Source: an optimization exercise on an open RTL-to-GDS flow (aim: small area and a short achievable clock period). Production flows keep margins and buffers that such runs may drop. In this exercise RTL edits were held to simulation tests only and were not proved equivalent to the original. The clock port is modelled as an ideal driver; clocking choices that lean on that would not hold on a real chip. Power and IR drop assume default switching activity.

## flow/design.v (module list and top-level ports; edited modules follow where they fit)
// module FP32Mul_fa: 4 lines
// module FP32Mul_x3: 3 lines
// module FP32Mul_mj: 3 lines
// module FP32Mul_ha: 4 lines
// module FP32Mul_bsel: 3 lines
// module FP32Mul_add: 221 lines
// module FP32Mul_shr: 122 lines
// module FP32Mul_lzc: 60 lines
// module FP32Multi: 1426 lines
module FP32Multi
(
    input         clk,
    input         input_valid,
    input [31:0]  x1,
    input [31:0]  x2,
    output [31:0] y,
    output reg    out_valid
);
  // ...
==> flow/flow/run.sh <==
#!/bin/bash
# Layout flow: the standard ORFS flow (standard.sh) unchanged except for
#  - synthesis: the same script, but ABC maps with flow/abc.script (area
#    oriented, no ABC-side buffering or sizing; OpenROAD sizes the gates
#    after placement);
#  - flow/env.sh: extra ORFS settings (port buffers are buf_1 cells).
# All tool output goes to flow_make.log and ORFS's own logs under orfs/logs.
set -euo pipefail
HERE=$(pwd)
ABC_D=${ABC_D:-$(cat flow/abc_d.txt 2>/dev/null || echo 3300)}
{
  cat <<'EOT'
proc abc {args} {
  set new {}
  set skip 0
  foreach a $args {
    if {$skip} { set skip 0; continue }
    if {$a eq "-script"} { lappend new -script $::env(MY_ABC_SCRIPT); set skip 1; continue }
    if {$a eq "-D"} { lappend new -D $::env(MY_ABC_D); set skip 1; continue }
    lappend new $a
  }
  puts "flow abc: $new"
  yosys abc {*}$new
}
EOT
  cat synth_recipe.tcl
} > my_synth.tcl
# optional extra ORFS settings
[ -f flow/env.sh ] && source flow/env.sh
export MY_ABC_SCRIPT=$HERE/flow/abc.script
export MY_ABC_D=$ABC_D
sed "s#SYNTH_SCRIPT=[^ ]*#SYNTH_SCRIPT=$HERE/my_synth.tcl#" standard.sh > my_standard.sh
bash my_standard.sh > flow_make.log 2>&1
==> flow/flow/abc.script <==
&get -n
&st
&dch
&nf -R 1000
&put
topo
stime -c
==> flow/flow/env.sh <==
export BUFFER_PORTS_ARGS="-buffer_cell sky130_fd_sc_hd__buf_1"
==> flow/standard.sh <==
#!/bin/bash
# synth_recipe.tcl (not shown) runs the flow's synth.tcl, then flattens the netlist and writes it again
# the make line also repeats each setting of config.mk as NAME=value (left out here)
make -C /OpenROAD-flow-scripts/flow DESIGN_CONFIG=/design/flow/config.mk WORK_HOME=/design/flow/orfs CLKGATE_MAP_FILE= SYNTH_SCRIPT=/design/flow/synth_recipe.tcl "${@:-finish}"
==> flow/config.mk <==
export PLATFORM = sky130hd
export DESIGN_NAME = FP32Multi
export DESIGN_NICKNAME = FP32Multi
export VERILOG_FILES = /design/flow/design.v
export SDC_FILE = /design/flow/constraint.sdc
export NUM_CORES = 4
export LEC_CHECK = 0
export CAP_MARGIN = 20
export CORE_MARGIN = 2
export CORE_UTILIZATION = 60
export CTS_CLUSTER_DIAMETER = 100
export CTS_CLUSTER_SIZE = 30
export PLACE_DENSITY = 0.72
export SETUP_SLACK_MARGIN = 5
export SLEW_MARGIN = 20
export SYNTH_HIERARCHICAL = 1
export TNS_END_PERCENT = 0
==> flow/constraint.sdc <==
create_clock -name core_clock -period 8.5 [get_ports {clk}]
set_input_delay 1.7000 -clock core_clock [delete_from_list [all_inputs] [get_ports {clk}]]
set_output_delay 1.7000 -clock core_clock [all_outputs]
set_load 0.01 [all_outputs]
==> impl_results.md, run 1 <==
- Status: timing/DRC/antenna clean
- # setup viols final: 0
- Final cycle utilization of the critical path: 41.3%
- Num CTS Buffers: 14
- Clk network pwr share: 8.3%
- Pins Over Slew Limit: 0
- Total grt overflow: 0
- Met1 Wirelength: 26500 um
- Achievable frequency: 285 MHz
- Cells after synthesis: 2203
- Part of the Yosys area used for sequential elements: 23.5%
- Number of distinct library cells after synthesis: 47
- CTS Buffer Depth: 3
- Hold_sp: ex_2[4]$_SDFF_PN0_
- Worst Hold Depth: 0
- Internal Power: 5120 uW
- WHS: 0.335 ns
- Adder-Cell Fraction of Synth Area: 28.9%
- Post-synth EDFFs: 0
- Hold_buf cts: 0
- Most used flip-flop cell after synthesis: dfxtp_1
- Final Wtd Congestion: 0.915
- Worst Skew: 0.0134 ns
- Fillers: 3066
- Largest class: multi-input gates
- VDD IR max: 0.200 mV
- Synth top cells by count: xnor2_1 (418), a22oi_1 (276), dfxtp_1 (266)
- Synth Register Bits: 266
- Antenna diodes: 0
- Die height: 198 um
- Detailed-routed wire length on met3: 7750 um
- Htree depth: 1
- CP arrival: 3.92 ns
- Antenna Nets Post-Route: 0
- Multi-input combinational area share: 68.9%
- FF/Latch Area: 5410 um^2
- Clock net power: 798 uW
- Worst path max stage delay: 0.53 ns
- Net Sw Frac: 47.0%
- Relative slew slack: 23.9%
- Row count: 71
- Main combinational cell family by area after synthesis: adder cells
==> run 2, diff against run 1 <==
--- a/flow/flow/run.sh
+++ b/flow/flow/run.sh
@@ -3,8 +3,7 @@
 #  - synthesis: the same script, but ABC maps with flow/abc.script (area
 #    oriented, no ABC-side buffering or sizing; OpenROAD sizes the gates
 #    after placement);
-#  - flow/env.sh: extra ORFS settings (port buffers are buf_1 cells).
-# All tool output goes to flow_make.log and ORFS's own logs under orfs/logs.
+#  - flow/env.sh: extra ORFS settings (port buffers are buf_1 cells);
 set -euo pipefail
 HERE=$(pwd)
 ABC_D=${ABC_D:-$(cat flow/abc_d.txt 2>/dev/null || echo 3300)}
@@ -30,4 +29,11 @@
 export MY_ABC_SCRIPT=$HERE/flow/abc.script
 export MY_ABC_D=$ABC_D
 sed "s#SYNTH_SCRIPT=[^ ]*#SYNTH_SCRIPT=$HERE/my_synth.tcl#" standard.sh > my_standard.sh
-bash my_standard.sh > flow_make.log 2>&1
+# 1. standard flow up to clock tree synthesis
+bash my_standard.sh cts > flow_make.log 2>&1
+# 2. give the first register bank its own, shorter clock branches (useful
+#    skew for the r1 -> r2 paths; see flow/skew.tcl)
+R=$HERE/orfs/results/sky130hd/FP32Multi/base
+SKEW_IN=$R/4_cts.odb SKEW_OUT=$R/4_cts.odb openroad -no_init -exit flow/skew.tcl > skew.log 2>&1
+touch $R/4_cts.odb
+bash my_standard.sh > flow_make2.log 2>&1
==> flow/flow/skew.tcl (new file) <==
# Give the first pipeline bank (r1) its own clock branch straight off the
# root clock buffer: its registers then clock earlier than the others, which
# moves time from the input paths (which have slack) to the r1 -> r2 paths.
set in_odb  $::env(SKEW_IN)
set out_odb $::env(SKEW_OUT)
set group_max [expr {[info exists ::env(SKEW_GROUP)] ? $::env(SKEW_GROUP) : 14}]
set bufname [expr {[info exists ::env(SKEW_BUF)] ? $::env(SKEW_BUF) : "sky130_fd_sc_hd__clkbuf_16"}]
read_db $in_odb
set db [ord::get_db]
set block [ord::get_db_block]
set rootnet [$block findNet clknet_0_clk]
if {$rootnet eq "NULL"} { puts "SKEW: no root clock net"; exit 1 }
set master [$db findMaster $bufname]
set pat {^(m1_1|one_1|two_1|neg_1|top_1|es_1|lz_1|inf_1|zero_1|s_1|v_1)(\\?\[|\$)}
set flops {}
foreach inst [$block getInsts] {
  set n [$inst getName]
  if {[regexp $pat $n] && [string match "sky130_fd_sc_hd__df*" [[$inst getMaster] getName]]} {
    lappend flops $inst
  }
}
puts "SKEW: [llength $flops] r1 registers"
# recursive bisection into groups of at most group_max
proc split_groups {insts maxn} {
  if {[llength $insts] <= $maxn} { return [list $insts] }
  set xs {}; set ys {}
  foreach i $insts { lassign [$i getLocation] x y; lappend xs $x; lappend ys $y }
  set dx [expr {[tcl::mathfunc::max {*}$xs] - [tcl::mathfunc::min {*}$xs]}]
  set dy [expr {[tcl::mathfunc::max {*}$ys] - [tcl::mathfunc::min {*}$ys]}]
  set idx [expr {$dx >= $dy ? 0 : 1}]
  set sorted [lsort -command [list cmp_loc $idx] $insts]
  set h [expr {[llength $sorted] / 2}]
  return [concat [split_groups [lrange $sorted 0 [expr {$h-1}]] $maxn] [split_groups [lrange $sorted $h end] $maxn]]
}
proc cmp_loc {idx a b} {
  set va [lindex [$a getLocation] $idx]; set vb [lindex [$b getLocation] $idx]
  return [expr {$va < $vb ? -1 : ($va > $vb ? 1 : 0)}]
}
set k 0
foreach g [split_groups $flops $group_max] {
  set sx 0; set sy 0
  foreach i $g { lassign [$i getLocation] x y; set sx [expr {$sx + $x}]; set sy [expr {$sy + $y}] }
  set cx [expr {int($sx / [llength $g])}]; set cy [expr {int($sy / [llength $g])}]
  set buf [odb::dbInst_create $block $master "skewbuf_$k"]
  $buf setLocation $cx $cy
  $buf setPlacementStatus PLACED
  set net [odb::dbNet_create $block "skewnet_$k"]
  $net setSigType CLOCK
  [$buf findITerm A] connect $rootnet
  [$buf findITerm X] connect $net
  foreach i $g {
    set it [$i findITerm CLK]
    $it disconnect
    $it connect $net
  }
  incr k
}
puts "SKEW: $k branch buffers"
# clock buffers left without sinks are removed
set changed 1
while {$changed} {
  set changed 0
  foreach inst [$block getInsts] {
    set m [[$inst getMaster] getName]
    if {[string match "sky130_fd_sc_hd__clkbuf_*" $m] && ![string match "skewbuf_*" [$inst getName]]} {
      set x [$inst findITerm X]
      set n [$x getNet]
      if {$n ne "NULL" && [llength [$n getITerms]] == 1 && [llength [$n getBTerms]] == 0} {
        puts "SKEW: removing idle [$inst getName]"
        [$inst findITerm A] disconnect
        $x disconnect
        odb::dbInst_destroy $inst
        odb::dbNet_destroy $n
        set changed 1
        break
      }
    }
  }
}
detailed_placement
check_placement -verbose
write_db $out_odb
==> run 2 against run 1 <==
Still clean on timing, DRC and antenna; clock skew up 0.26 ns; final area down 0.61%; count of clock-buffer cells in the layout down 2; critical path depth down 1; combinational power down 0.6%; maximum frequency up 2.5%; first-iteration DRC count down 11%; non-clock buffer count up 3; routed wire length up 0.57%; sequential share of layout area about the same; highest routed layer is now met4.
==> impl_results.md, run 2 <==
- Status: timing/DRC/antenna clean (unchanged)
- Leakage power: 0.00925 uW (was 0.00930 uW)
- Achievable frequency: 292 MHz (was 285 MHz)
- Post-DP HPWL: 45600 um (unchanged)
- Die height: 198 um (unchanged)
- Yosys warnings: 7 (unchanged)
- DR WL/cell: 23.0 um (was 22.9 um)
- Max-Cap Viols: 0 (unchanged)
- Crit-path cells: a22oi_1, xnor2_1, xnor2_1, xnor2_1, fa_1, fa_1, fa_1, fa_1 (was buf_4, a22oi_1, xnor2_1, xnor2_1, xnor2_1, fa_1, fa_1, fa_1, fa_1)
- Worst r2r path cells: 8 (was 9)
- CTS tree: built (unchanged)
- Antenna diodes: 0 (unchanged)
- Seq pwr share: 21.8% (was 22.0%)
- TritonCTS Sinks: 266 (unchanged)
- Pins Over Slew Limit: 0 (unchanged)
- CTS Buffer Depth: 3 (unchanged)
- Total GRT Usage: 34.3% (was 33.7%)
- First drt pass iteration count: 7 (unchanged)
- Commonest non-fill, non-tap cells in the layout: xnor2_1 (416), a22oi_1 (276), dfxtp_1 (240) (was xnor2_1 (410), a22oi_1 (276), dfxtp_1 (235))
- Die area: 39400 um^2 (unchanged)
- Area Overhead vs Synth: 9.54% (was 10.2%)
- Worst-skew pair later-pin latency: 0.63 ns (was 0.52 ns)
- Leading area contributor after synthesis: dfxtp_1 (unchanged)
- Flop2flop setup slack: 5.08 ns (was 4.99 ns)
- CP arrival: 3.92 ns (about the same)
- Tightest Hold Check Type: reg2reg (unchanged)
- Htree depth: 1 (unchanged)
- PwrDens: 394 nW/um^2 (was 386 nW/um^2)
- Clock Pin Slew Worst Setup and Hold Paths: 0.11 ns (about the same)
- Final WL: 66500 um (was 66200 um)
- Num CTS Buffers: 14 (unchanged)
- Critical Path End: sb_2[26]$_DFF_P_ (was sb_2[22]$_DFF_P_)
- Count leader, synth: xnor2_1 (unchanged)
- Cells after synthesis: 2203 (unchanged)
- Initial antenna violation count: 1 (unchanged)
- Most used flip-flop cell after synthesis: dfxtp_1 (unchanged)
- CP Class: reg2reg (unchanged)
- Commonest non-fill, non-tap cell in the layout: xnor2_1 (unchanged)
- Final cycle utilization of the critical path: 40.3% (was 41.3%)
- # setup viols final: 0 (unchanged)
- Root Driver: clkbuf_16 (unchanged)
- Worst R2R End: sb_2[26]$_DFF_P_ (was sb_2[22]$_DFF_P_)
- Antenna Nets Post-Route: 0 (unchanged)
- Worst Tran Pin Value: 1.13 ns (was 1.14 ns)
- Largest net degree at the start of global routing: 66 (unchanged)
- CP delay by family, top: adder cells (unchanged)
- Worst path max stage delay: 0.73 ns (was 0.53 ns)
- Io pins: 99 (unchanged)
- Synthesized area: 22700 um^2 (unchanged)
- Comb power frac: 68.4% (was 69.7%)
- Worst Path Max Fanout: 24 (was 25)
- Number of distinct library cells after synthesis: 47 (unchanged)
- Post-synth EDFFs: 0 (unchanged)
- Total grt overflow: 0 (unchanged)
- Net switching power figure: 4570 uW (was 4540 uW)
- Relative slew slack: 24.7% (was 23.9%)
- Via count of the first global-routing pass: 18600 (about the same)
- Synth top cells by count: xnor2_1 (418), a22oi_1 (276), dfxtp_1 (266) (unchanged)
- DRC violation count after routing: 0 (unchanged)
- Crit-path slowest cell: dfxtp_2 (was fa_1)
- Port Buf Inserts: 98 (unchanged)
- Net Sw Frac: 46.7% (was 47.0%)
- Worst path depth: 8 (was 9)
- Part of the Yosys area used for sequential elements: 23.5% (unchanged)
- Synth top area share: 23.5% (unchanged)
- Req. time, crit path: 8.99 ns (was 8.91 ns)
- Worst Skew: 0.268 ns (was 0.0134 ns)
- Layout cells sized above 1: 5.09% (was 5.72%)
- Internal Power: 5220 uW (was 5120 uW)
- Biggest regs: sa_2 x42, sb_2 x42 (unchanged)
- Core area: 37500 um^2 (unchanged)
- First-pass GRT wire length: 104000 um (was 103000 um)
- CP bufs+invs: 0 (was 1)
- Endpoint class of the critical path: flop (unchanged)
- Initial DRC Count: 1995 (was 2253)
- Post-Route Setup TNS: 0 ns (unchanged)
- Area contributors post-synth: dfxtp_1 (23%), fa_1 (21%), xnor2_1 (16%), a22oi_1 (9.1%), ha_1 (6.7%) (unchanged)
- Crit start category: flop (unchanged)
- Via density: 6.41 (was 6.38)
- Setup crit start: one_1[4]$_DFF_P_ (was m1_1[7]$_DFF_P_)
- Post-route cell area: 24900 um^2 (was 25000 um^2)
- Initial Utilization: 60.5% (unchanged)
- WHS: 0.106 ns (was 0.335 ns)
- Via Count: 18500 (was 18400)
- Asr flop ratio synth: 0% (unchanged)
- Synthesized net count: 2623 (unchanged)
- Hold Violations, Final: 0 (unchanged)
- Fin nets: 2794 (was 2793)
- Design Power: 9790 uW (was 9660 uW)
- Row count: 71 (unchanged)
- Syn_area_per_cell: 10.3 um^2 (unchanged)
- Most frequent CP cell: fa_1 (unchanged)
- VDD IR max: 0.260 mV (was 0.200 mV)
- Reg2reg start: one_1[4]$_DFF_P_ (was m1_1[7]$_DFF_P_)
- Post-DP Area: 24100 um^2 (unchanged)
- Synth Register Bits: 266 (unchanged)
- Die X: 198 um (unchanged)
- Clk network pwr share: 9.9% (was 8.3%)
- Minimum clock period after layout: 3.42 ns (was 3.51 ns)
- RSZ-0062 raised after global routing: true (unchanged)
- Final Wtd Congestion: 0.915 (unchanged)
==> run 2: cell counts after synthesis <==
No cell type changed its count.
==> run 2: Yosys stat by module (local to each module, per instance) <==
| module | cells inside | cell area (um^2) | flip-flops and latches | copies in the design |
|---|---|---|---|---|
| FP32Mul_x3 | 2 | 17.5 | 0 | 37 |
| FP32Mul_ha | 1 | 12.5 | 0 | 30 |
| FP32Mul_lzc | 42 | 213 | 0 | 2 |
| FP32Mul_fa | 1 | 20.0 | 0 | 225 |
| FP32Mul_add | 223 | 1650 | 0 | 1 |
| FP32Multi | 840 | 9350 | 266 | 1 |
| FP32Mul_mj | 1 | 10.0 | 0 | 37 |
| FP32Mul_bsel | 2 | 16.3 | 0 | 276 |
| FP32Mul_shr | 138 | 881 | 0 | 1 |
==> run 2: final cells by class <==
class	count	area, um^2
Inverter	85	319
Timing Repair Buffer	148	763
Buffer	8	200
Fill cell	3085	12600
Sequential cell	266	5370
Tap cell	511	639
Multi-Input combinational cell	1853	17200
Clock buffer	13	325
Clock inverter	6	78.8
==> run 2: cells by family (layout without fill, tap and decap cells) <==
group / after synthesis / after routing / share of synthesized area, %
flops: 266 / 266 / 23.5
xor+xnor: 444 / 444 / 17.1
buf+inv: 85 / 260 / 1.41
fa+ha+maj: 391 / 391 / 28.9
simple gates: 389 / 390 / 8.47
compound gates: 514 / 514 / 15.4
mux: 114 / 114 / 5.29
==> run 2: what timing repair did <==
action,4_1_cts,5_1_grt
pin swaps,4,9
gates cloned,1,0
endpoints found under the setup margin,96,45
hold buffers,0,0
buffers inserted,5,1
gates resized for setup,34,8
==> run 2: power groups by stage <==
stage | Sequential, uW | Combinational [uW] | Clock [uW]
6_report | 2130 | 6690 | 965
5_1_grt | 2180 | 7450 | 1020
4_1_cts | 2120 | 6560 | 815
3_5_place_dp | 2150 | 6460 | 0
3_3_place_gp | 2140 | 6220 | 0
2_1_floorplan | 2140 | 4450 | 0
==> run 2: metal layers <==
metal / track usage, % / up-vias / wire length, um
met5: 0 / - / 0
met1: 45.7 / 8908 / 26300
met4: 14.7 / 0 / 3020
li1: - / 8218 / -
met3: 9.10 / 218 / 8010
met2: 52.9 / 1173 / 29200
==> run 2: how the worst min path moves through the flow <==
stage	start	endpoint	slack, ns	cells after the start
2_1_floorplan	big_2$_DFF_P_	big_3$_DFF_P_	0.31	0
5_1_grt	s_1$_DFF_P_	s_2$_DFF_P_	0.08	0
4_1_cts	ex_2[4]$_SDFF_PN0_	ex_3[4]$_DFF_P_	0.32	0
6_report	s_1$_DFF_P_	s_2$_DFF_P_	0.11	0
3_3_place_gp	s_1$_DFF_P_	s_2$_DFF_P_	0.31	0
3_5_place_dp	ex_2[3]$_SDFF_PN0_	ex_3[3]$_DFF_P_	0.31	0
==> run 2: stage by stage <==
stage	setup slack [ns]	cells	utilization, %
floorplan	4.81	2203	-
global placement	4.47	2856	64.1
detailed placement	4.33	2856	64.2
CTS	4.94	2883	65.8
global route	4.90	2890	66.3
finish	5.08	2890	66.3
==> run 3, diff against run 2 <==
--- a/flow/flow/run.sh
+++ b/flow/flow/run.sh
@@ -31,8 +31,7 @@
 sed "s#SYNTH_SCRIPT=[^ ]*#SYNTH_SCRIPT=$HERE/my_synth.tcl#" standard.sh > my_standard.sh
 # 1. standard flow up to clock tree synthesis
 bash my_standard.sh cts > flow_make.log 2>&1
-# 2. give the first register bank its own, shorter clock branches (useful
-#    skew for the r1 -> r2 paths; see flow/skew.tcl)
+# 2. useful clock skew between the register banks (see flow/skew.tcl)
 R=$HERE/orfs/results/sky130hd/FP32Multi/base
 SKEW_IN=$R/4_cts.odb SKEW_OUT=$R/4_cts.odb openroad -no_init -exit flow/skew.tcl > skew.log 2>&1
 touch $R/4_cts.odb
--- a/flow/flow/skew.tcl
+++ b/flow/flow/skew.tcl
@@ -1,6 +1,11 @@
-# Give the first pipeline bank (r1) its own clock branch straight off the
-# root clock buffer: its registers then clock earlier than the others, which
-# moves time from the input paths (which have slack) to the r1 -> r2 paths.
+# Useful clock skew between the pipeline banks, applied after clock tree
+# synthesis:
+#  - the first bank (r1) gets its own branch buffers straight off the root
+#    clock buffer, so it clocks earlier than the others: this moves time from
+#    the input paths (which have slack) to the r1 -> r2 paths;
+#  - the third bank (r3) gets one more buffer level below its leaf buffers,
+#    so it clocks later: this moves time from the r3 -> r4 paths (which have
+#    slack) to the r2 -> r3 paths.
 set in_odb  $::env(SKEW_IN)
 set out_odb $::env(SKEW_OUT)
 set group_max [expr {[info exists ::env(SKEW_GROUP)] ? $::env(SKEW_GROUP) : 14}]
@@ -56,6 +61,54 @@
   incr k
 }
 puts "SKEW: $k branch buffers"
+# Later banks: one more buffer level below their leaf buffers.
+proc add_late_level {pat bufname prefix} {
+  global block db group_max
+  set regs {}
+  foreach inst [$block getInsts] {
+    set n [$inst getName]
+    if {[regexp $pat $n] && [string match "sky130_fd_sc_hd__df*" [[$inst getMaster] getName]]} {
+      lappend regs $inst
+    }
+  }
+  set bynet [dict create]
+  foreach i $regs {
+    set net [[$i findITerm CLK] getNet]
+    dict lappend bynet [$net getName] $i
+  }
+  set m [$db findMaster $bufname]
+  set k 0
+  dict for {netname insts} $bynet {
+    set leafnet [$block findNet $netname]
+    foreach g [split_groups $insts $group_max] {
+      set sx 0; set sy 0
+      foreach i $g { lassign [$i getLocation] x y; set sx [expr {$sx + $x}]; set sy [expr {$sy + $y}] }
+      set buf [odb::dbInst_create $block $m "${prefix}_$k"]
+      $buf setLocation [expr {int($sx / [llength $g])}] [expr {int($sy / [llength $g])}]
+      $buf setPlacementStatus PLACED
+      set net [odb::dbNet_create $block "${prefix}net_$k"]
+      $net setSigType CLOCK
+      [$buf findITerm A] connect $leafnet
+      [$buf findITerm X] connect $net
+      foreach i $g {
+        set it [$i findITerm CLK]
+        $it disconnect
+        $it connect $net
+      }
+      incr k
+    }
+  }
+  puts "SKEW: [llength $regs] registers matching $pat behind $k $bufname"
+}
+set r2buf [expr {[info exists ::env(SKEW_R2BUF)] ? $::env(SKEW_R2BUF) : ""}]
+set r3buf [expr {[info exists ::env(SKEW_R3BUF)] ? $::env(SKEW_R3BUF) : "sky130_fd_sc_hd__clkbuf_4"}]
+if {$r2buf ne ""} {
+  add_late_level {^(sa_2|sb_2|plo_2|cin_2|sh_2|ex_2|big_2|s_2|v_2)(\\?\[|\$)} $r2buf skewr2
+}
+if {$r3buf ne ""} {
+  add_late_level {^(w8_3|shl_3|ex_3|big_3|s_3|v_3)(\\?\[|\$)} $r3buf skewr3
+}
+
 # clock buffers left without sinks are removed
 set changed 1
 while {$changed} {
==> run 3 against run 2 <==
Worst hold slack better by 0.020 ns; first-iteration DRC count up 1.3%; area after synthesis unchanged; combinational power down 0.6%; via count up 0.28%; global-route usage up 0.052 points; sequential share of layout area about the same; total power about the same; final area up 0.10%; register-to-register slack about the same; largest cell class unchanged; clock power up 5%; largest power group unchanged.
==> impl_results.md, run 3 <==
- Row count: 71 (unchanged)
- Port Buf Inserts: 98 (unchanged)
- Synth top area share: 23.5% (unchanged)
- Pins Over Slew Limit: 0 (unchanged)
- Met2 usage: 53.1% (was 52.9%)
- Die height: 198 um (unchanged)
- Count leader, synth: xnor2_1 (unchanged)
- DR WL/cell: 23.0 um (about the same)
- RSZ-0062 raised after global routing: true (unchanged)
- Area Overhead vs Synth: 9.66% (was 9.54%)
- Worst-skew pair later-pin latency: 0.63 ns (about the same)
- VDD IR max: 0.257 mV (was 0.260 mV)
- Commonest non-fill, non-tap cells in the layout: xnor2_1 (416), a22oi_1 (276), dfxtp_1 (240) (unchanged)
- Reg2reg start: one_1[3]$_DFF_P_ (was one_1[4]$_DFF_P_)
- Tightest Hold Check Type: reg2reg (unchanged)
- First-pass GRT wire length: 104000 um (about the same)
- Leakage power: 0.00927 uW (was 0.00925 uW)
- PwrDens: 393 nW/um^2 (was 394 nW/um^2)
- Post-route cell area: 24900 um^2 (about the same)
- CP arrival: 3.91 ns (was 3.92 ns)
- TritonCTS Sinks: 266 (unchanged)
- Minimum clock period after layout: 3.41 ns (was 3.42 ns)
- Final WL: 66700 um (was 66500 um)
- Internal Power: 5220 uW (about the same)
- GR Util met1: 45.8% (was 45.7%)
- # setup viols final: 0 (unchanged)
- Final setup margin: 5.09 ns (was 5.08 ns)
- Worst Hold Depth: 0 (unchanged)
- Clock Pin Slew Worst Setup and Hold Paths: 0.09 ns (was 0.11 ns)
- Area contributors post-synth: dfxtp_1 (23%), fa_1 (21%), xnor2_1 (16%), a22oi_1 (9.1%), ha_1 (6.7%) (unchanged)
- Comb power frac: 67.9% (was 68.4%)
- CTS tree: built (unchanged)
- Layout cells sized above 1: 5.20% (was 5.09%)
- Worst Skew: 0.267 ns (was 0.268 ns)
- Num CTS Buffers: 14 (unchanged)
- Worst Tran Pin Value: 1.13 ns (about the same)
- Total GRT Usage: 34.4% (was 34.3%)
- Antenna Nets Post-Route: 0 (unchanged)
- Clk network pwr share: 10.3% (was 9.9%)
- WHS: 0.126 ns (was 0.106 ns)
- Synth top cells by count: xnor2_1 (418), a22oi_1 (276), dfxtp_1 (266) (unchanged)
- Worst R2R End: sb_2[23]$_DFF_P_ (was sb_2[26]$_DFF_P_)
- Via Count: 18600 (was 18500)
- Initial DRC Count: 2020 (was 1995)
- Io pins: 99 (unchanged)
- Net Sw Frac: 46.6% (was 46.7%)
- Synthesized net count: 2623 (unchanged)
- Post-DP HPWL: 45600 um (unchanged)
- Initial Utilization: 60.5% (unchanged)
- Post-Route Setup TNS: 0 ns (unchanged)
- Core area: 37500 um^2 (unchanged)
- Antenna diodes: 0 (unchanged)
- Worst r2r path cells: 8 (unchanged)
- Number of distinct library cells after synthesis: 47 (unchanged)
- Post-placement setup slack: 4.33 ns (unchanged)
- Hold Violations, Final: 0 (unchanged)
- Total grt overflow: 0 (unchanged)
- CP Class: reg2reg (unchanged)
- Die X: 198 um (unchanged)
- Worst Path Max Fanout: 24 (unchanged)
- Max-Cap Viols: 0 (unchanged)
- Endpoint class of the critical path: flop (unchanged)
- Leading area contributor after synthesis: dfxtp_1 (unchanged)
- Achievable frequency: 293 MHz (was 292 MHz)
- Post-synth EDFFs: 0 (unchanged)
- DRC violation count after routing: 0 (unchanged)
- Synth Register Bits: 266 (unchanged)
- Synthesized area: 22700 um^2 (unchanged)
- Relative slew slack: 24.9% (was 24.7%)
- Asr flop ratio synth: 0% (unchanged)
- Final Wtd Congestion: 0.915 (unchanged)
- Req. time, crit path: 8.99 ns (about the same)
- Net switching power figure: 4570 uW (about the same)
- Crit start category: flop (unchanged)
- Status: timing/DRC/antenna clean (unchanged)
- Biggest regs: sa_2 x42, sb_2 x42 (unchanged)
- Worst hold endpoint: s_2$_DFF_P_ (unchanged)
- Cells after synthesis: 2203 (unchanged)
- First drt pass iteration count: 7 (unchanged)
- Most used flip-flop cell after synthesis: dfxtp_1 (unchanged)
- Seq pwr share: 21.8% (about the same)
- Post-DP Area: 24100 um^2 (unchanged)
- Yosys warnings: 7 (unchanged)
- CTS Buffer Depth: 3 (unchanged)
- Final cycle utilization of the critical path: 40.2% (was 40.3%)
- Hold_sp: s_1$_DFF_P_ (unchanged)
- Htree depth: 1 (unchanged)
- GRT Max-Usage Layer: met2 (unchanged)
- Syn_area_per_cell: 10.3 um^2 (unchanged)
- Fin nets: 2800 (was 2794)
- Hold_buf cts: 0 (unchanged)
- Root Driver: clkbuf_16 (unchanged)
- Part of the Yosys area used for sequential elements: 23.5% (unchanged)
- M3 GR Usage: 9.10% (unchanged)
- Flop2flop setup slack: 5.09 ns (was 5.08 ns)
- Largest net degree at the start of global routing: 66 (unchanged)
- Via count of the first global-routing pass: 18600 (about the same)
- Via density: 6.41 (about the same)
- Initial antenna violation count: 1 (unchanged)
- Die area: 39400 um^2 (unchanged)
- Commonest non-fill, non-tap cell in the layout: xnor2_1 (unchanged)
==> run 3: cell counts after synthesis <==
No cell type changed its count.
==> run 3: power groups by stage <==
stage	combinational [uW]	sequential, uW	clock [uW]
global route	7410	2180	1070
floorplan	4450	2140	0
finish	6650	2130	1010
CTS	6560	2120	815
global placement	6220	2140	0
detailed placement	6460	2150	0
==> run 3: modules after synthesis, one instance, submodules excluded <==
module	cells inside	cell area (um^2)
FP32Mul_x3	2	17.5
FP32Mul_lzc	42	213
FP32Mul_mj	1	10.0
FP32Mul_add	223	1650
FP32Mul_fa	1	20.0
FP32Mul_bsel	2	16.3
FP32Multi	840	9350
FP32Mul_shr	138	881
FP32Mul_ha	1	12.5
==> run 3: cells by family after synthesis <==
family                   Yosys count  synth area share [%]
XOR/XNOR                         444                  17.1
buffers and inverters             85                  1.41
adder cells (fa/ha/maj)          391                  28.9
AO/OA/AOI/OAI                    514                  15.4
flip-flops                       266                  23.5
multiplexers                     114                  5.29
AND/OR/NAND/NOR                  389                  8.47
==> run 3: through the flow <==
stage	util [%]	power (uW)	cells
floorplan	-	6590	2203
global placement	64.1	8360	2856
detailed placement	64.2	8610	2856
CTS	65.8	9500	2883
global route	66.4	10700	2896
finish	66.4	9790	2896
==> run 3: repair_timing <==
action	CTS	global route
setup buffers	5	1
resized for setup	34	4
setup endpoints to repair	96	30
pin swaps	4	4
gates cloned	1	0
==> run 3: worst max path at each step <==
stage	start	to	slack, ns	cells past startpoint
final	one_1[3]$_DFF_P_	sb_2[23]$_DFF_P_	5.09	8
after floorplan	neg_1[5]$_DFF_P_	sb_2[19]$_DFF_P_	4.81	6
after global placement	es_1[0]$_DFF_P_	sh_2[4]$_DFF_P_	4.47	16
after CTS	m1_1[21]$_DFF_P_	sb_2[22]$_DFF_P_	4.94	7
after detailed placement	es_1[0]$_DFF_P_	sh_2[2]$_DFF_P_	4.33	16
after global routing	cin_2$_DFF_P_	w8_3[5]$_DFF_P_	4.97	15
==> run 3: cell type report <==
| type | count | area [um^2] |
|---|---|---|
| Tap cell | 511 | 639 |
| Fill cell | 3084 | 12600 |
| Multi-Input combinational cell | 1853 | 17100 |
| Clock inverter | 6 | 78.8 |
| Buffer | 14 | 245 |
| Inverter | 85 | 319 |
| Clock buffer | 13 | 325 |
| Timing Repair Buffer | 148 | 763 |
| Sequential cell | 266 | 5370 |
==> run 3: routing by layer <==
metal	wire (um)	part of all wire (%)	vias up
met2	29600	44	1115
li1	-	-	8232
met5	0	0	-
met4	2660	4.0	0
met3	7800	12	195
met1	26700	40	9027
==> run 3: critical path: stages, from the launching register on <==
cell and delay [ns]:
dfxtp_2 0.74, a22oi_1 0.22, xnor2_1 0.29, xnor2_1 0.18
xnor2_1 0.18, fa_1 0.47, fa_1 0.49, fa_1 0.53
fa_1 0.42
==> run 4, diff against run 3 <==
--- a/flow/flow/skew.tcl
+++ b/flow/flow/skew.tcl
@@ -3,9 +3,10 @@
 #  - the first bank (r1) gets its own branch buffers straight off the root
 #    clock buffer, so it clocks earlier than the others: this moves time from
 #    the input paths (which have slack) to the r1 -> r2 paths;
-#  - the third bank (r3) gets one more buffer level below its leaf buffers,
-#    so it clocks later: this moves time from the r3 -> r4 paths (which have
-#    slack) to the r2 -> r3 paths.
+#  - the second bank (r2) gets one more buffer level below its leaf buffers,
+#    and the third bank (r3) a delay buffer and a buffer, so r2 clocks a
+#    little later and r3 later still: this moves time from the r3 -> r4
+#    paths (which have slack) to the r1 -> r2 and r2 -> r3 paths.
 set in_odb  $::env(SKEW_IN)
 set out_odb $::env(SKEW_OUT)
 set group_max [expr {[info exists ::env(SKEW_GROUP)] ? $::env(SKEW_GROUP) : 14}]
@@ -100,13 +101,17 @@
   }
   puts "SKEW: [llength $regs] registers matching $pat behind $k $bufname"
 }
-set r2buf [expr {[info exists ::env(SKEW_R2BUF)] ? $::env(SKEW_R2BUF) : ""}]
-set r3buf [expr {[info exists ::env(SKEW_R3BUF)] ? $::env(SKEW_R3BUF) : "sky130_fd_sc_hd__clkbuf_4"}]
+set r2buf [expr {[info exists ::env(SKEW_R2BUF)] ? $::env(SKEW_R2BUF) : "sky130_fd_sc_hd__clkbuf_8"}]
+set r3buf [expr {[info exists ::env(SKEW_R3BUF)] ? $::env(SKEW_R3BUF) : "sky130_fd_sc_hd__clkdlybuf4s25_2"}]
 if {$r2buf ne ""} {
   add_late_level {^(sa_2|sb_2|plo_2|cin_2|sh_2|ex_2|big_2|s_2|v_2)(\\?\[|\$)} $r2buf skewr2
 }
+set r3buf2 [expr {[info exists ::env(SKEW_R3BUF2)] ? $::env(SKEW_R3BUF2) : "sky130_fd_sc_hd__clkbuf_8"}]
 if {$r3buf ne ""} {
   add_late_level {^(w8_3|shl_3|ex_3|big_3|s_3|v_3)(\\?\[|\$)} $r3buf skewr3
+}
+if {$r3buf2 ne ""} {
+  add_late_level {^(w8_3|shl_3|ex_3|big_3|s_3|v_3)(\\?\[|\$)} $r3buf2 skewr3b
 }
 
 # clock buffers left without sinks are removed
==> run 4 against run 3 <==
Maximum frequency increased by 1.6%; final area increased by 1.1%; routed wire length increased by 0.48%; final cell count increased by 0.73%; global-route usage increased by 0.23 points; register-to-register slack improved by 0.05 ns; area after synthesis unchanged.
==> impl_results.md, run 4 <==
- Status: timing/DRC/antenna clean (unchanged)
- Port Buf Inserts: 98 (unchanged)
- GRT Max-Usage Layer: met2 (unchanged)
- Initial Utilization: 60.5% (unchanged)
- Final setup margin: 5.14 ns (was 5.09 ns)
- VDD IR max: 0.265 mV (was 0.257 mV)
- Synthesized net count: 2623 (unchanged)
- Pins Over Slew Limit: 0 (unchanged)
- TritonCTS Sinks: 266 (unchanged)
- Crit start category: flop (unchanged)
- Met2 usage: 53.6% (was 53.1%)
- Relative slew slack: 25.4% (was 24.9%)
- Minimum clock period after layout: 3.36 ns (was 3.41 ns)
- Commonest non-fill, non-tap cell in the layout: xnor2_1 (unchanged)
- Area Overhead vs Synth: 10.9% (was 9.66%)
- Post-Route Setup TNS: 0 ns (unchanged)
- Htree depth: 1 (unchanged)
- Comb power frac: 66.0% (was 67.9%)
- Synth top cells by count: xnor2_1 (418), a22oi_1 (276), dfxtp_1 (266) (unchanged)
- RSZ-0062 raised after global routing: true (unchanged)
- Post-DP HPWL: 45600 um (unchanged)
- Area contributors post-synth: dfxtp_1 (23%), fa_1 (21%), xnor2_1 (16%), a22oi_1 (9.1%), ha_1 (6.7%) (unchanged)
- Leading area contributor after synthesis: dfxtp_1 (unchanged)
- Net switching power figure: 4630 uW (was 4570 uW)
- Clock Pin Slew Worst Setup and Hold Paths: 0.06 ns (was 0.09 ns)
- Via count of the first global-routing pass: 18900 (was 18600)
- Final Wtd Congestion: 0.915 (unchanged)
- Multi-input gate area: 17100 um^2 (about the same)
- Antenna diodes: 0 (unchanged)
- Hold Violations, Final: 0 (unchanged)
- Most used flip-flop cell after synthesis: dfxtp_1 (unchanged)
- Synthesized area: 22700 um^2 (unchanged)
- Post-route cell area: 25200 um^2 (was 24900 um^2)
- Asr flop ratio synth: 0% (unchanged)
- Layout cells sized above 1: 5.82% (was 5.20%)
- Worst-skew pair later-pin latency: 1.01 ns (was 0.63 ns)
- Leakage power: 0.00941 uW (was 0.00927 uW)
- Fin nets: 2821 (was 2800)
- Post-placement setup slack: 4.33 ns (unchanged)
- CTS tree: built (unchanged)
- Via density: 6.40 (was 6.41)
- Synth Register Bits: 266 (unchanged)
- Design Power: 10100 uW (was 9790 uW)
- Biggest regs: sa_2 x42, sb_2 x42 (unchanged)
- Root Driver: clkbuf_16 (unchanged)
- Worst Tran Pin Value: 1.12 ns (was 1.13 ns)
- Die area: 39400 um^2 (unchanged)
- Achievable frequency: 298 MHz (was 293 MHz)
- PwrDens: 400 nW/um^2 (was 393 nW/um^2)
- DRC violation count after routing: 0 (unchanged)
- FF/Latch Area: 5370 um^2 (unchanged)
- Io pins: 99 (unchanged)
- # setup viols final: 0 (unchanged)
- Core area: 37500 um^2 (unchanged)
- Die height: 198 um (unchanged)
- Max-Cap Viols: 0 (unchanged)
- First drt pass iteration count: 7 (unchanged)
- First-pass GRT wire length: 104000 um (about the same)
- Number of distinct library cells after synthesis: 47 (unchanged)
- Internal Power: 5440 uW (was 5220 uW)
- Antenna Nets Post-Route: 0 (unchanged)
- Num CTS Buffers: 14 (unchanged)
- Worst Skew: 0.436 ns (was 0.267 ns)
- Total GRT Usage: 34.6% (was 34.4%)
- Worst Path Max Fanout: 24 (unchanged)
- Final cycle utilization of the critical path: 39.5% (was 40.2%)
- Post-DP Area: 24100 um^2 (unchanged)
- Final WL: 67000 um (was 66700 um)
- M3 GR Usage: 9.36% (was 9.10%)
- GR Util met1: 45.9% (was 45.8%)
- Largest net degree at the start of global routing: 66 (unchanged)
- Initial DRC Count: 2108 (was 2020)
- Count leader, synth: xnor2_1 (unchanged)
- CTS Buffer Depth: 3 (unchanged)
- Post-synth EDFFs: 0 (unchanged)
- Initial antenna violation count: 1 (unchanged)
- CP arrival: 3.97 ns (was 3.91 ns)
- Die X: 198 um (unchanged)
- Part of the Yosys area used for sequential elements: 23.5% (unchanged)
- DR WL/cell: 23.0 um (about the same)
- Tightest Hold Check Type: reg2reg (unchanged)
- Total grt overflow: 0 (unchanged)
- Row count: 71 (unchanged)
- Via Count: 18700 (was 18600)
- Synth top area share: 23.5% (unchanged)
- Endpoint class of the critical path: flop (unchanged)
- Fillers: 3046 (was 3084)
- Yosys warnings: 7 (unchanged)
- Clk network pwr share: 12.8% (was 10.3%)
- Net Sw Frac: 45.9% (was 46.6%)
- Cells after synthesis: 2203 (unchanged)
- CP Class: reg2reg (unchanged)
- Seq pwr share: 21.2% (was 21.8%)
- Syn_area_per_cell: 10.3 um^2 (unchanged)
- Req. time, crit path: 9.11 ns (was 8.99 ns)
- Commonest non-fill, non-tap cells in the layout: xnor2_1 (417), a22oi_1 (276), dfxtp_1 (240) (was xnor2_1 (416), a22oi_1 (276), dfxtp_1 (240))
-- run 4: cell counts after synthesis --
Identical to the previous run, type by type.
-- run 4: power groups by stage --
stage / Clock, uW / Combinational (uW) / Sequential [uW]
6_report: 1280 / 6650 / 2140
5_1_grt: 1360 / 7400 / 2180
4_1_cts: 815 / 6560 / 2120
3_5_place_dp: 0 / 6460 / 2150
3_3_place_gp: 0 / 6220 / 2140
2_1_floorplan: 0 / 4450 / 2140
-- run 4: worst paths after layout --
kind | endpoint | slack [ns] | start | cells after the start
worst max-delay path | sb_2[23]$_DFF_P_ | 5.14 | one_1[3]$_DFF_P_ | 8
worst min-delay path | ex_3[4]$_DFF_P_ | 0.04 | ex_2[4]$_SDFF_PN0_ | 0
worst min register to register | ex_3[4]$_DFF_P_ | 0.04 | ex_2[4]$_SDFF_PN0_ | 0
worst max register to register | sb_2[23]$_DFF_P_ | 5.14 | one_1[3]$_DFF_P_ | 8
-- run 4: what timing repair did --
item	in CTS	in global routing
cloned	1	0
pin swaps	4	0
resized for setup	34	1
hold buffers	0	2
endpoints found under the setup margin	96	3
endpoints found under the hold margin	0	2
setup buffers	5	0
-- run 4: final cells by class --
| type | instances | area share, % |
|---|---|---|
| Buffer | 34 | 2.13 |
| Clock buffer | 13 | 1.29 |
| Clock inverter | 6 | 0.313 |
| Inverter | 85 | 1.27 |
| Multi-Input combinational cell | 1853 | 68.0 |
| Sequential cell | 266 | 21.3 |
| Tap cell | 511 | 2.54 |
| Timing Repair Buffer | 149 | 3.08 |
-- run 4: worst max-delay path, stage by stage, from the launching register on --
cell,delay (ns)
dfxtp_2,0.76
a22oi_1,0.22
xnor2_1,0.33
xnor2_1,0.19
xnor2_1,0.18
fa_1,0.48
fa_1,0.49
fa_1,0.53
fa_1,0.42
-- run 4: per-stage QoR --
stage | cells | util, % | hold WS (ns)
CTS | 2883 | 65.8 | 0.319
global placement | 2856 | 64.1 | 0.310
finish | 2917 | 67.1 | 0.0391
floorplan | 2203 | - | 0.310
global route | 2917 | 67.1 | 0.0218
detailed placement | 2856 | 64.2 | 0.312
-- run 4: metal layers --
metal	wire (um)	up-vias
met5	0	-
met4	2740	0
met3	7960	191
met2	29700	1167
met1	26600	9041
li1	-	8284
-- run 4: cells by family after synthesis --
| kind of cell | Yosys count | synth area share, % |
|---|---|---|
| compound gates | 514 | 15.4 |
| xor+xnor | 444 | 17.1 |
| fa+ha+maj | 391 | 28.9 |
| buf+inv | 85 | 1.41 |
| flops | 266 | 23.5 |
| mux | 114 | 5.29 |
| simple gates | 389 | 8.47 |
-- run 4: modules after synthesis (local to each module, per instance) --
| module | area (um^2) | copies in the design |
|---|---|---|
| FP32Multi | 9350 | 1 |
| FP32Mul_fa | 20.0 | 225 |
| FP32Mul_ha | 12.5 | 30 |
| FP32Mul_x3 | 17.5 | 37 |
| FP32Mul_mj | 10.0 | 37 |
| FP32Mul_add | 1650 | 1 |
| FP32Mul_bsel | 16.3 | 276 |
| FP32Mul_shr | 881 | 1 |
| FP32Mul_lzc | 213 | 2 |
==> run 5, diff against run 4 <==
--- a/flow/flow/skew.tcl
+++ b/flow/flow/skew.tcl
@@ -101,7 +101,7 @@
   }
   puts "SKEW: [llength $regs] registers matching $pat behind $k $bufname"
 }
-set r2buf [expr {[info exists ::env(SKEW_R2BUF)] ? $::env(SKEW_R2BUF) : "sky130_fd_sc_hd__clkbuf_8"}]
+set r2buf [expr {[info exists ::env(SKEW_R2BUF)] ? $::env(SKEW_R2BUF) : "sky130_fd_sc_hd__clkbuf_16"}]
 set r3buf [expr {[info exists ::env(SKEW_R3BUF)] ? $::env(SKEW_R3BUF) : "sky130_fd_sc_hd__clkdlybuf4s25_2"}]
 if {$r2buf ne ""} {
   add_late_level {^(sa_2|sb_2|plo_2|cin_2|sh_2|ex_2|big_2|s_2|v_2)(\\?\[|\$)} $r2buf skewr2
==> run 5 against run 4 <==
Routed wire length is 0.56% higher; largest power group unchanged; first-iteration DRC count is 9.0% higher; setup slack better by 0.049 ns; still clean on timing, DRC and antenna; maximum frequency up 1.5%; critical path type unchanged; worst hold slack lost 0.0095 ns.
==> impl_results.md, run 5 <==
- Synth top area share: 23.5% (unchanged)
- Die area: 39400 um^2 (unchanged)
- Commonest non-fill, non-tap cell in the layout: xnor2_1 (unchanged)
- Worst Path Max Fanout: 5 (was 24)
- Tightest Hold Check Type: reg2reg (unchanged)
- Status: timing/DRC/antenna clean (unchanged)
- M3 GR Usage: 8.94% (was 9.36%)
- DR WL/cell: 23.1 um (was 23.0 um)
- Non-Filler Instances: 2917 (unchanged)
- Cells after synthesis: 2203 (unchanged)
- Row count: 71 (unchanged)
- Req. time, crit path: 9.34 ns (was 9.11 ns)
- Final cycle utilization of the critical path: 39.0% (was 39.5%)
- First-pass GRT wire length: 105000 um (was 104000 um)
- Synthesized area: 22700 um^2 (unchanged)
- Core area: 37500 um^2 (unchanged)
- Achievable frequency: 302 MHz (was 298 MHz)
- Met2 usage: 54.2% (was 53.6%)
- Die X: 198 um (unchanged)
- Total GRT Usage: 34.8% (was 34.6%)
- Post-DP Area: 24100 um^2 (unchanged)
- CP arrival: 4.15 ns (was 3.97 ns)
- Worst Tran Pin Value: 1.13 ns (was 1.12 ns)
- Complex-gate fraction of the synthesized area: 15.4% (unchanged)
- Main combinational cell family by area after synthesis: adder cells (unchanged)
- Leakage power: 0.00948 uW (was 0.00941 uW)
- Flop2flop setup slack: 5.19 ns (was 5.14 ns)
- Area contributors post-synth: dfxtp_1 (23%), fa_1 (21%), xnor2_1 (16%), a22oi_1 (9.1%), ha_1 (6.7%) (unchanged)
- Synth top cells by count: xnor2_1 (418), a22oi_1 (276), dfxtp_1 (266) (unchanged)
- Worst Skew: 0.439 ns (was 0.436 ns)
- Yosys warnings: 7 (unchanged)
- Post-synth EDFFs: 0 (unchanged)
- Area Overhead vs Synth: 11.6% (was 10.9%)
- Mux contribution to synthesized area: 5.29% (unchanged)
- Die height: 198 um (unchanged)
- Worst-skew pair later-pin latency: 1.02 ns (was 1.01 ns)
- # setup viols final: 0 (unchanged)
- First drt pass iteration count: 7 (unchanged)
- Synth Area in Simple Gates: 8.47% (unchanged)
- Most used flip-flop cell after synthesis: dfxtp_1 (unchanged)
- Port Buf Inserts: 98 (unchanged)
- Crit start category: flop (unchanged)
- CTS Buffer Depth: 3 (unchanged)
- Synth Register Bits: 266 (unchanged)
- Via count of the first global-routing pass: 18900 (about the same)
- Total grt overflow: 0 (unchanged)
- Reg2reg start: cin_2$_DFF_P_ (was one_1[3]$_DFF_P_)
- Hold Violations, Final: 0 (unchanged)
- Hold_sp: ex_2[4]$_SDFF_PN0_ (unchanged)
- VDD IR max: 0.264 mV (was 0.265 mV)
- Antenna Nets Post-Route: 0 (unchanged)
- Layout cells sized above 1: 5.82% (unchanged)
- Initial antenna violation count: 1 (unchanged)
- GRT Max-Usage Layer: met2 (unchanged)
- Post-Route Setup TNS: 0 ns (unchanged)
- Relative slew slack: 24.5% (was 25.4%)
- Biggest regs: sa_2 x42, sb_2 x42 (unchanged)
- Setup crit start: cin_2$_DFF_P_ (was one_1[3]$_DFF_P_)
- Largest net degree at the start of global routing: 66 (unchanged)
- Final WL: 67400 um (was 67000 um)
- Asr flop ratio synth: 0% (unchanged)
- Adder-Cell Fraction of Synth Area: 28.9% (unchanged)
- CP Class: reg2reg (unchanged)
- Initial Utilization: 60.5% (unchanged)
- Pins Over Slew Limit: 0 (unchanged)
- Leading area contributor after synthesis: dfxtp_1 (unchanged)
- Synthesized net count: 2623 (unchanged)
- Commonest non-fill, non-tap cells in the layout: xnor2_1 (417), a22oi_1 (276), dfxtp_1 (240) (unchanged)
- Syn_area_per_cell: 10.3 um^2 (unchanged)
- Synth Area in XOR/XNOR: 17.1% (unchanged)
- RSZ-0062 raised after global routing: true (unchanged)
- Initial DRC Count: 2298 (was 2108)
- Fin nets: 2821 (unchanged)
- Dpl cells: 2856 (unchanged)
- Root Driver: clkbuf_16 (unchanged)
- Final Wtd Congestion: 0.915 (unchanged)
- Minimum clock period after layout: 3.31 ns (was 3.36 ns)
- Via Count: 18600 (was 18700)
- Final core utilization: 67.5% (was 67.1%)
- TritonCTS Sinks: 266 (unchanged)
- DRC violation count after routing: 0 (unchanged)
- Endpoint class of the critical path: flop (unchanged)
- Max-Cap Viols: 0 (unchanged)
- Clock Pin Slew Worst Setup and Hold Paths: 0.05 ns (was 0.06 ns)
- Post-DP HPWL: 45600 um (unchanged)
- Htree depth: 1 (unchanged)
- Number of distinct library cells after synthesis: 47 (unchanged)
- Antenna diodes: 0 (unchanged)
- Via density: 6.38 (was 6.40)
- CTS tree: built (unchanged)
- GR Util met1: 46.1% (was 45.9%)
- Post-route cell area: 25300 um^2 (was 25200 um^2)
- Part of the Yosys area used for sequential elements: 23.5% (unchanged)
- Num CTS Buffers: 14 (unchanged)
- Io pins: 99 (unchanged)
- Count leader, synth: xnor2_1 (unchanged)
- PwrDens: 405 nW/um^2 (was 400 nW/um^2)
run 5: changes by cell type in the layout (fill, tap and decap cells not counted):
cell	before	now
clkbuf_8	20	6
clkbuf_16	21	35
run 5: kinds of logic (layout without fill, tap and decap cells):
family,Yosys count,count (layout)
AOI/OAI and AO/OA,514,514
and+or+nand+nor,389,390
DFF,266,266
xor gates and xnor gates,444,444
adders and majority gates,391,391
buffers and inverters,85,287
muxes,114,114
run 5: area by class of cell:
| class | instances | area (um^2) |
|---|---|---|
| plain buffers | 34 | 693 |
| clock buffers | 13 | 325 |
| clock inverters | 6 | 78.8 |
| fillers | 3029 | 12200 |
| inverters | 85 | 319 |
| multi-input cells | 1853 | 17100 |
| flip-flops and latches | 266 | 5370 |
| well taps | 511 | 639 |
| repair buffers | 149 | 776 |
run 5: final timing paths:
kind | end | cells past startpoint
min reg2reg | ex_3[4]$_DFF_P_ | 0
min | ex_3[4]$_DFF_P_ | 0
max reg2reg | w8_3[5]$_DFF_P_ | 15
max | w8_3[5]$_DFF_P_ | 15
run 5: per-module statistics from Yosys (local to each module, per instance):
module	times used	cell area (um^2)	flops+latches
FP32Mul_shr	1	881	0
FP32Mul_fa	225	20.0	0
FP32Mul_lzc	2	213	0
FP32Mul_x3	37	17.5	0
FP32Mul_add	1	1650	0
FP32Multi	1	9350	266
FP32Mul_mj	37	10.0	0
FP32Mul_ha	30	12.5	0
FP32Mul_bsel	276	16.3	0
run 5: through the flow:
step / power (uW) / setup slack [ns] / hold WS, ns
finish: 10300 / 5.19 / 0.0296
global route: 11100 / 4.96 / 0.0123
CTS: 9500 / 4.94 / 0.319
detailed placement: 8610 / 4.33 / 0.312
global placement: 8360 / 4.47 / 0.310
floorplan: 6590 / 4.81 / 0.310
run 5: repair_timing:
action,CTS,global route
gates resized for setup,34,1
hold buffers,0,2
setup endpoints to repair,96,3
cloned,1,0
pin swaps,4,0
buffers inserted,5,0
endpoints found under the hold margin,0,2
run 5: critical path: stages (launching register included):
cell       delay (ns)
dfxtp_1          0.32
ha_1             0.15
clkinv_1         0.07
fa_1             0.40
nor2_1           0.15
a211oi_2         0.07
o31a_1           0.40
o31ai_1          0.26
buf_4            0.19
nand3_1          0.15
o2111ai_4        0.18
fa_1             0.53
mux2i_1          0.16
nor2_1           0.05
a311oi_1         0.27
a21oi_1          0.06
run 5: routing by layer:
metal | vias up | share of wire [%]
met3 | 194 | 11
met2 | 1101 | 45
met4 | 0 | 3.9
li1 | 8282 | -
met5 | - | 0
met1 | 9032 | 40
run 5: where the power goes:
group | internal [uW] | switching, uW | total (uW)
sequential | 1820 | 312 | 2140
clock | 849 | 596 | 1450
combinational | 2920 | 3760 | 6670
total | 5590 | 4670 | 10300
==> run 6, diff against run 5 <==
==> flow/flow/skew.tcl (replaced) <==
# Useful clock skew between the pipeline banks, applied after clock tree
# synthesis:
#  - the first bank (r1) gets its own two-level branch from the clock port
#    (a second root buffer), so it clocks earlier than the others: this moves
#    time from the input paths (which have slack) to the r1 -> r2 paths;
#  - the third bank (r3) gets one more buffer level, so it clocks later:
#    this moves time from the r3 -> r4 paths (which have slack) to the
#    r2 -> r3 paths.
set in_odb  $::env(SKEW_IN)
set out_odb $::env(SKEW_OUT)
set group_max [expr {[info exists ::env(SKEW_GROUP)] ? $::env(SKEW_GROUP) : 14}]
set bufname [expr {[info exists ::env(SKEW_BUF)] ? $::env(SKEW_BUF) : "sky130_fd_sc_hd__clkbuf_16"}]
set latebuf [expr {[info exists ::env(SKEW_LATEBUF)] ? $::env(SKEW_LATEBUF) : "sky130_fd_sc_hd__clkbuf_4"}]
read_db $in_odb
set db [ord::get_db]
set block [ord::get_db_block]
set clknet [[$block findBTerm clk] getNet]
set rootmaster [$db findMaster "sky130_fd_sc_hd__clkbuf_16"]
set master [$db findMaster $bufname]
set pat {^(m1_1|one_1|two_1|neg_1|top_1|es_1|lz_1|inf_1|zero_1|s_1|v_1)(\\?\[|\$)}
set flops {}
foreach inst [$block getInsts] {
  set n [$inst getName]
  if {[regexp $pat $n] && [string match "sky130_fd_sc_hd__df*" [[$inst getMaster] getName]]} {
    lappend flops $inst
  }
}
puts "SKEW: [llength $flops] r1 registers"
# recursive bisection into groups of at most group_max
proc split_groups {insts maxn} {
  if {[llength $insts] <= $maxn} { return [list $insts] }
  set xs {}; set ys {}
  foreach i $insts { lassign [$i getLocation] x y; lappend xs $x; lappend ys $y }
  set dx [expr {[tcl::mathfunc::max {*}$xs] - [tcl::mathfunc::min {*}$xs]}]
  set dy [expr {[tcl::mathfunc::max {*}$ys] - [tcl::mathfunc::min {*}$ys]}]
  set idx [expr {$dx >= $dy ? 0 : 1}]
  set sorted [lsort -command [list cmp_loc $idx] $insts]
  set h [expr {[llength $sorted] / 2}]
  return [concat [split_groups [lrange $sorted 0 [expr {$h-1}]] $maxn] [split_groups [lrange $sorted $h end] $maxn]]
}
proc cmp_loc {idx a b} {
  set va [lindex [$a getLocation] $idx]; set vb [lindex [$b getLocation] $idx]
  return [expr {$va < $vb ? -1 : ($va > $vb ? 1 : 0)}]
}
# a second root buffer on the clock port, near the r1 registers, drives
# their branch buffers (the port then drives two cells)
set sx 0; set sy 0
foreach i $flops { lassign [$i getLocation] x y; set sx [expr {$sx + $x}]; set sy [expr {$sy + $y}] }
set root [odb::dbInst_create $block $rootmaster "skewroot"]
$root setLocation [expr {int($sx / [llength $flops])}] [expr {int($sy / [llength $flops])}]
$root setPlacementStatus PLACED
set rootnet [odb::dbNet_create $block "skewrootnet"]
$rootnet setSigType CLOCK
[$root findITerm A] connect $clknet
[$root findITerm X] connect $rootnet
set k 0
foreach g [split_groups $flops $group_max] {
  set sx 0; set sy 0
  foreach i $g { lassign [$i getLocation] x y; set sx [expr {$sx + $x}]; set sy [expr {$sy + $y}] }
  set cx [expr {int($sx / [llength $g])}]; set cy [expr {int($sy / [llength $g])}]
  set buf [odb::dbInst_create $block $master "skewbuf_$k"]
  $buf setLocation $cx $cy
  $buf setPlacementStatus PLACED
  set net [odb::dbNet_create $block "skewnet_$k"]
  $net setSigType CLOCK
  [$buf findITerm A] connect $rootnet
  [$buf findITerm X] connect $net
  foreach i $g {
    set it [$i findITerm CLK]
    $it disconnect
    $it connect $net
  }
  incr k
}
puts "SKEW: $k branch buffers"
set latepat {^(w8_3|shl_3|ex_3|big_3|s_3|v_3)(\\?\[|\$)}
set late {}
foreach inst [$block getInsts] {
  set n [$inst getName]
  if {[regexp $latepat $n] && [string match "sky130_fd_sc_hd__df*" [[$inst getMaster] getName]]} {
    lappend late $inst
  }
}
puts "SKEW: [llength $late] r3 registers"
set bynet [dict create]
foreach i $late {
  set net [[$i findITerm CLK] getNet]
  dict lappend bynet [$net getName] $i
}
set lmaster [$db findMaster $latebuf]
set k 0
dict for {netname insts} $bynet {
  set leafnet [$block findNet $netname]
  foreach g [split_groups $insts $group_max] {
    set sx 0; set sy 0
    foreach i $g { lassign [$i getLocation] x y; set sx [expr {$sx + $x}]; set sy [expr {$sy + $y}] }
    set cx [expr {int($sx / [llength $g])}]; set cy [expr {int($sy / [llength $g])}]
    set buf [odb::dbInst_create $block $lmaster "skewlate_$k"]
    $buf setLocation $cx $cy
    $buf setPlacementStatus PLACED
    set net [odb::dbNet_create $block "skewlatenet_$k"]
    $net setSigType CLOCK
    [$buf findITerm A] connect $leafnet
    [$buf findITerm X] connect $net
    foreach i $g {
      set it [$i findITerm CLK]
      $it disconnect
      $it connect $net
    }
    incr k
  }
}
puts "SKEW: $k late buffers"

# clock buffers left without sinks are removed
set changed 1
while {$changed} {
  set changed 0
  foreach inst [$block getInsts] {
    set m [[$inst getMaster] getName]
    if {[string match "sky130_fd_sc_hd__clkbuf_*" $m] && ![string match "skewbuf_*" [$inst getName]]} {
      set x [$inst findITerm X]
      set n [$x getNet]
      if {$n ne "NULL" && [llength [$n getITerms]] == 1 && [llength [$n getBTerms]] == 0} {
        puts "SKEW: removing idle [$inst getName]"
        [$inst findITerm A] disconnect
        $x disconnect
        odb::dbInst_destroy $inst
        odb::dbNet_destroy $n
        set changed 1
        break
      }
    }
  }
}
detailed_placement
check_placement -verbose
write_db $out_odb
==> run 6 against run 5 <==
Largest cell class unchanged; setup slack lost 0.17 ns; largest power group unchanged; worst hold slack gained 0.095 ns; clock power shrank 29%; critical path depth shrank 7.
==> impl_results.md, run 6 <==
- Status: timing/DRC/antenna clean (unchanged)
- DRC violation count after routing: 0 (unchanged)
- Synth Register Bits: 266 (unchanged)
- Commonest non-fill, non-tap cell in the layout: xnor2_1 (unchanged)
- Largest net degree at the start of global routing: 66 (unchanged)
- Minimum clock period after layout: 3.48 ns (was 3.31 ns)
- Crit-path slowest cell: dfxtp_2 (was fa_1)
- Post-DP Area: 24100 um^2 (unchanged)
- Post-DP HPWL: 45600 um (unchanged)
- Total GRT Usage: 34.0% (was 34.8%)
- Synthesized area: 22700 um^2 (unchanged)
- Die area: 39400 um^2 (unchanged)
- Die X: 198 um (unchanged)
- Initial antenna violation count: 1 (unchanged)
- Yosys warnings: 7 (unchanged)
- TritonCTS Sinks: 266 (unchanged)
- CP arrival: 3.87 ns (was 4.15 ns)
- Area contributors post-synth: dfxtp_1 (23%), fa_1 (21%), xnor2_1 (16%), a22oi_1 (9.1%), ha_1 (6.7%) (unchanged)
- WHS: 0.125 ns (was 0.0296 ns)
- First drt pass iteration count: 7 (unchanged)
- Max-Cap Viols: 0 (unchanged)
- Clock Pin Slew Worst Setup and Hold Paths: 0.09 ns (was 0.05 ns)
- Final core utilization: 66.5% (was 67.5%)
- Root Driver: clkbuf_16 (unchanged)
- Port Buf Inserts: 98 (unchanged)
- Synth Area in Simple Gates: 8.47% (unchanged)
- Syn_area_per_cell: 10.3 um^2 (unchanged)
- # setup viols final: 0 (unchanged)
- Post-route cell area: 24900 um^2 (was 25300 um^2)
- Worst Path Max Fanout: 24 (was 5)
- Mux contribution to synthesized area: 5.29% (unchanged)
- Relative slew slack: 24.8% (was 24.5%)
- Post-Route Setup TNS: 0 ns (unchanged)
- Leading area contributor after synthesis: dfxtp_1 (unchanged)
- Total grt overflow: 0 (unchanged)
- Hold Violations, Final: 0 (unchanged)
- Part of the Yosys area used for sequential elements: 23.5% (unchanged)
- Post-synth EDFFs: 0 (unchanged)
- Cells after synthesis: 2203 (unchanged)
- First-pass GRT wire length: 104000 um (was 105000 um)
- VDD IR max: 0.253 mV (was 0.264 mV)
- Io pins: 99 (unchanged)
- Crit-path cells: a22oi_1, xnor2_1, xnor2_1, xnor2_1, fa_1, fa_1, fa_1, fa_1 (was ha_1, clkinv_1, fa_1, nor2_1, a211oi_2, o31a_1, o31ai_1, buf_4, nand3_1, o2111ai_4, fa_1, mux2i_1, nor2_1, a311oi_1, a21oi_1)
- Synth top cells by count: xnor2_1 (418), a22oi_1 (276), dfxtp_1 (266) (unchanged)
- Area Overhead vs Synth: 9.92% (was 11.6%)
- CP Class: reg2reg (unchanged)
- Hold_buf cts: 0 (unchanged)
- Complex-gate fraction of the synthesized area: 15.4% (unchanged)
- Most used flip-flop cell after synthesis: dfxtp_1 (unchanged)
- Htree depth: 1 (unchanged)
- Core area: 37500 um^2 (unchanged)
- Layout cells sized above 1: 5.36% (was 5.82%)
- Row count: 71 (unchanged)
- Synthesized net count: 2623 (unchanged)
- Die height: 198 um (unchanged)
- Initial DRC Count: 2217 (was 2298)
- Via Count: 18500 (was 18600)
- Worst Skew: 0.227 ns (was 0.439 ns)
- Count leader, synth: xnor2_1 (unchanged)
- Final cycle utilization of the critical path: 41.0% (was 39.0%)
- Antenna Nets Post-Route: 0 (unchanged)
- Req. time, crit path: 8.89 ns (was 9.34 ns)
- Final Wtd Congestion: 0.915 (unchanged)
- CTS Buffer Depth: 3 (unchanged)
- Initial Utilization: 60.5% (unchanged)
- Achievable frequency: 287 MHz (was 302 MHz)
- Leakage power: 0.00930 uW (was 0.00948 uW)
- Number of distinct library cells after synthesis: 47 (unchanged)
- Worst Tran Pin Value: 1.13 ns (about the same)
- Pins Over Slew Limit: 0 (unchanged)
- Crit start category: flop (unchanged)
- Main combinational cell family by area after synthesis: adder cells (unchanged)
- PwrDens: 394 nW/um^2 (was 405 nW/um^2)
- Final WL: 66600 um (was 67400 um)
- Tightest Hold Check Type: reg2reg (unchanged)
- Num CTS Buffers: 14 (unchanged)
- Worst path max stage delay: 0.75 ns (was 0.53 ns)
- Most frequent CP cell: fa_1
- Adder-Cell Fraction of Synth Area: 28.9% (unchanged)
- Fin nets: 2801 (was 2821)
- DR WL/cell: 23.0 um (was 23.1 um)
- Asr flop ratio synth: 0% (unchanged)
- RSZ-0062 raised after global routing: true (unchanged)
- Antenna diodes: 0 (unchanged)
- Worst-skew pair later-pin latency: 0.69 ns (was 1.02 ns)
- Via density: 6.39 (was 6.38)
- Endpoint class of the critical path: flop (unchanged)
- Synth Area in XOR/XNOR: 17.1% (unchanged)
- Synth top area share: 23.5% (unchanged)
- Via count of the first global-routing pass: 18700 (was 18900)
- Biggest regs: sa_2 x42, sb_2 x42 (unchanged)
- Commonest non-fill, non-tap cells in the layout: xnor2_1 (414), a22oi_1 (276), dfxtp_1 (240) (was xnor2_1 (417), a22oi_1 (276), dfxtp_1 (240))
- CTS tree: built (unchanged)
run 6: cell counts after synthesis:
No cell type changed its count.
run 6: final timing paths:
kind                 endpoint  slack, ns                from  depth (start not counted)
min reg2reg   ex_3[3]$_DFF_P_       0.12  ex_2[3]$_SDFF_PN0_                          0
min           ex_3[3]$_DFF_P_       0.12  ex_2[3]$_SDFF_PN0_                          0
max reg2reg  sb_2[23]$_DFF_P_       5.02    two_1[3]$_DFF_P_                          8
max          sb_2[23]$_DFF_P_       5.02    two_1[3]$_DFF_P_                          8
run 6: worst max-delay path, delay by kind of cell, from the launching register on:
family	cells	cell delay, ns
adder cells (fa/ha/maj)	4	1.91
flip-flops	1	0.75
XOR/XNOR	3	0.68
AO/OA/AOI/OAI	1	0.18
run 6: modules after synthesis (local to each module, per instance), excerpt:
| module | flip-flops and latches | copies in the design | cells |
|---|---|---|---|
| FP32Mul_lzc | 0 | 2 | 42 |
| FP32Mul_x3 | 0 | 37 | 2 |
| FP32Multi | 266 | 1 | 840 |
| FP32Mul_bsel | 0 | 276 | 2 |
| FP32Mul_mj | 0 | 37 | 1 |
| FP32Mul_add | 0 | 1 | 223 |
run 6: cell type report:
type	count	area, um^2
flip-flops and latches	266	5390
clock inverters	6	78.8
fillers	3072	12500
well taps	511	639
repair buffers	148	763
clock buffers	13	325
plain buffers	15	270
multi-input cells	1853	17200
inverters	85	319
run 6: report_power, final:
group          internal, uW  total (uW)  switching, uW
sequential             1820        2130            312
clock                   515        1030            519
combinational          2920        6660           3740
total                  5250        9830           4570
run 6: per-stage QoR:
stage / power [uW] / instances / setup slack (ns)
2_1_floorplan: 6590 / 2203 / 4.81
3_3_place_gp: 8360 / 2856 / 4.47
3_5_place_dp: 8610 / 2856 / 4.33
4_1_cts: 9500 / 2883 / 4.94
5_1_grt: 10700 / 2897 / 4.97
6_report: 9830 / 2897 / 5.02
run 6: timing repair:
| action | 4_1_cts | 5_1_grt |
|---|---|---|
| cloned | 1 | 0 |
| pin swaps | 4 | 6 |
| gates resized for setup | 34 | 14 |
| buffers inserted | 5 | 1 |
| setup endpoints to repair | 96 | 47 |
run 6: per-layer routing:
layer  vias to the layer above  GRT usage (%)  wire [um]
li1                       8240              -          -
met1                      9022           45.8      27100
met2                      1061           53.1      29500
met3                       189           8.27       7320
met4                         0           13.3       2640
met5                         -              0          0
run 6: cells by family after synthesis:
kind of cell	count (synthesis)
AOI/OAI and AO/OA	514
DFF	266
and+or+nand+nor	389
muxes	114
adders and majority gates	391
buffers and inverters	85
xor gates and xnor gates	444

static timing again, ports no longer ideal:
The flow's constraints put no driver on any port. The routed layouts listed below were extracted and timed again, unchanged, in two steps.
Step 1 assumes that a clkbuf_16 drives the clock port and a buf_2 every other input.
Step 2, shift: input delay + t, output delay - t, t = (earliest + latest rising clock arrival at the registers) / 2. This alone moves slack from input paths to output paths.
a / b / c = no drivers / after step 1 / after step 2; a / b = the first two.
run | t, ns | setup WS [ns] | clock arrival spread, ns | worst data-port slew with drivers (ns) | cell pins on the clock port's net
run 1 | 0.571 | 4.989 / 4.989 / 4.877 | 0.013 / 0.013 | 0.06 | 1
run 2 | 0.556 | 5.075 / 5.075 / 4.721 | 0.269 / 0.268 | 0.06 | 1
run 3 | 0.637 | 5.085 / 5.085 / 4.634 | 0.436 / 0.437 | 0.06 | 1
run 4 | 0.744 | 5.139 / 5.139 / 4.524 | 0.646 / 0.646 | 0.06 | 1
run 5 | 0.746 | 5.188 / 5.188 / 4.528 | 0.652 / 0.653 | 0.06 | 1
run 6 | 0.579 | 5.019 / 5.018 / 4.671 | 0.356 / 0.357 | 0.06 | 2
In run 3, run 4, run 5 and run 6 the clock reaches the registers at very different times; t lies between them, and the last value is a rough guide only. For run 5, which loses most, drivers alone change the setup slack by 0.000 ns; drivers and shift together by -0.660 ns.
